What follows belongs to an exercise in optimizing a design on an open flow for small area; a production flow would make more cautious choices.
In this exercise RTL edits were held to simulation tests only and were not proved equivalent to the original.
The clock port is modelled as an ideal driver, which makes a skipped or thinned clock tree look cheaper than it is; a real chip needs a root buffer or a tree.

==> flow/design.v (excerpt) <==
module hbridgecontroller(
input PCLK,
input PRESERN,
input PSEL,
input PENABLE,
output wire PREADY,
output wire PSLVERR,
input PWRITE,
input [31:0] PADDR,
input wire [31:0] PWDATA,
output wire [31:0] PRDATA,
output reg motor1_pwm,
output reg motor2_pwm,
output wire [1:0] motor1_ctrl,
output wire [1:0] motor2_ctrl
);
Size in the first run: ~270 cells after synthesis, roughly 110 I/O pins.
export LEC_CHECK = 0
export ABC_AREA = 1
export CAP_MARGIN = 20
export CORE_MARGIN = 2
export CORE_UTILIZATION = 40
export SLEW_MARGIN = 20
create_clock -name core_clock -period 30.0 [get_ports {PCLK}]
standard.sh (not shown) runs the stock make flow with config.mk's settings and CLKGATE_MAP_FILE= SYNTH_SCRIPT=/design/flow/synth_recipe.tcl, a recipe that flattens the netlist after the stock synthesis.
==> flow/flow/run.sh <==
#!/bin/bash
# Own layout flow: the standard flow (standard.sh) with
#  - synthesis as the standard flow's, except that ABC maps the logic with flow/abc_area.script
#    (AIG restructuring, then ABC's area-oriented mapper &nf) and adders are left to ABC
#    (ADDER_MAP_FILE empty) instead of ORFS's delay-oriented script; the flip-flops are
#    mapped before ABC runs, exactly as in the standard flow's synthesis. Synthesis runs eight times
#    (four at a time), with eight seeds for ABC's restructuring, and the layout uses the
#    smallest result; ABC does not use the _0 variants of cells whose _1 variant has the
#    same area and drives more,
#  - the smallest buffer (buf_1) for the port buffers,
#  - one tie cell per constant value instead of one per constant output,
#  - in place of ORFS's clock tree, three clkbuf_8 buffers driven by the clock port, each driving
#    a group of nearby flip-flops (flow/clock_buffers.tcl, run before CTS's step).
# Each tool's output goes to a log of its own in this folder.
set -euo pipefail
W=$PWD
F=$W/flow
sed "s#SYNTH_SCRIPT=[^ ]*synth_recipe.tcl#SYNTH_SCRIPT=$W/flow_synth.tcl ADDER_MAP_FILE=#" standard.sh > flow_standard.sh
grep -q "SYNTH_SCRIPT=$W/flow_synth.tcl ADDER_MAP_FILE=" flow_standard.sh
export BUFFER_PORTS_ARGS="-buffer_cell sky130_fd_sc_hd__buf_1"
export SKIP_REPAIR_TIE_FANOUT=1
export PRE_CTS_TCL=$F/clock_buffers.tcl
export FLOW_CLOCK_BUFFER=sky130_fd_sc_hd__clkbuf_8
export FLOW_CLOCK_GROUPS=3

synth_variant() {
  local s=$1
  sed "s/&deepsyn -T 60/&deepsyn -T 60 -S $s/" $F/abc_area.script > $W/abc_s$s.script
  {
    head -n 1 synth_recipe.tcl
    cat <<TCL
proc abc {args} {
  set i [lsearch -exact \$args -script]
  if {\$i >= 0} { lset args [expr {\$i + 1}] $W/abc_s$s.script }
  foreach c {o21ai_0 and2_0 or2_0 a21boi_0 o311ai_0} { lappend args -dont_use sky130_fd_sc_hd__\$c }
  yosys abc {*}\$args
}
TCL
    tail -n +2 synth_recipe.tcl
  } > $W/flow_synth_s$s.tcl
  sed "s#WORK_HOME=[^ ]*#WORK_HOME=$W/orfs_s$s#; s#SYNTH_SCRIPT=$W/flow_synth.tcl#SYNTH_SCRIPT=$W/flow_synth_s$s.tcl#" \
    flow_standard.sh > $W/flow_standard_s$s.sh
  bash $W/flow_standard_s$s.sh synth > $W/synth_s$s.log 2>&1
}
SEEDS="1 2 3 4 5 6 7 8"
for s in 1 2 3 4; do synth_variant $s & done
wait
for s in 5 6 7 8; do synth_variant $s & done
wait
best=""
best_area=""
for s in $SEEDS; do
  f=$W/orfs_s$s/reports/sky130hd/hbridgecontroller/base/synth_stat.txt
  [[ -f $f ]] || continue
  a=$(awk '/Chip area for module/ {print $NF}' $f)
  echo "seed $s: synthesis area $a" | tee -a $W/synth_choice.log
  if [[ -z $best ]] || awk "BEGIN {exit !($a < $best_area)}"; then best=$s; best_area=$a; fi
done
[[ -n $best ]]
echo "using seed $best" | tee -a $W/synth_choice.log
cp $W/abc_s$best.script $W/abc_chosen.script
cp $W/flow_synth_s$best.tcl $W/flow_synth.tcl
rm -rf $W/orfs
mv $W/orfs_s$best $W/orfs
bash flow_standard.sh > layout.log 2>&1
Other scripts of this flow, unchanged in this note and not shown: flow/flow/abc_area.script, flow/flow/clock_buffers.tcl
The first run completed without violations.
Rerun with:
--- a/flow/flow/run.sh
+++ b/flow/flow/run.sh
@@ -4,8 +4,6 @@
 #    (AIG restructuring, then ABC's area-oriented mapper &nf) and adders are left to ABC
 #    (ADDER_MAP_FILE empty) instead of ORFS's delay-oriented script; the flip-flops are
-#    mapped before ABC runs, exactly as in the standard flow's synthesis. Synthesis runs eight times
-#    (four at a time), with eight seeds for ABC's restructuring, and the layout uses the
-#    smallest result; ABC does not use the _0 variants of cells whose _1 variant has the
-#    same area and drives more,
+#    mapped before ABC runs, exactly as in the standard flow's synthesis. Synthesis runs four times,
+#    with four seeds for ABC's restructuring, and the layout uses the smallest result,
 #  - the smallest buffer (buf_1) for the port buffers,
 #  - one tie cell per constant value instead of one per constant output,
@@ -33,5 +31,4 @@
   set i [lsearch -exact \$args -script]
   if {\$i >= 0} { lset args [expr {\$i + 1}] $W/abc_s$s.script }
-  foreach c {o21ai_0 and2_0 or2_0 a21boi_0 o311ai_0} { lappend args -dont_use sky130_fd_sc_hd__\$c }
   yosys abc {*}\$args
 }
@@ -43,8 +40,6 @@
   bash $W/flow_standard_s$s.sh synth > $W/synth_s$s.log 2>&1
 }
-SEEDS="1 2 3 4 5 6 7 8"
-for s in 1 2 3 4; do synth_variant $s & done
-wait
-for s in 5 6 7 8; do synth_variant $s & done
+SEEDS="1 2 3 4"
+for s in $SEEDS; do synth_variant $s & done
 wait
 best=""
The new run produced a clean layout.
Core utilization barely changes.
Via count goes up by 2.3%.
Hold slack is worse by 0.028 ns.
Global-route usage goes up by 1.1 points.
In every run of this note, the design's own scripts or RTL, not TritonCTS, make the clock network.

re-timing with driven ports:
No port has a modelled driver above. Below, the same layouts with a new extraction and two added sets of constraints. Step 1 sets driving cells, clkbuf_16 on the clock port and buf_2 on the other inputs (assumed; they add their load-dependent delay and slew). Step 2, shift: input delay + t, output delay - t, t = (earliest + latest rising clock arrival at the registers) / 2. This alone moves slack from input paths to output paths. Three values: no drivers, after step 1, after step 2; two values: the first two.
| run | shift t [ns] | setup slack, ns | worst register clock-pin slew, ns | worst slew at a driven data input, ns | pins driven straight from the clock port |
|---|---|---|---|---|---|
| the first run | 0.198 | 20.335 / 20.360 / 20.162 | 0.10 / 0.10 | 0.04 | 3 |
| the second run | 0.191 | 20.366 / 20.390 / 20.199 | 0.09 / 0.09 | 0.03 | 3 |
After both steps every run listed still meets setup and hold. For the first run, which loses most, drivers alone change the setup slack by +0.025 ns; drivers and shift together by -0.173 ns.
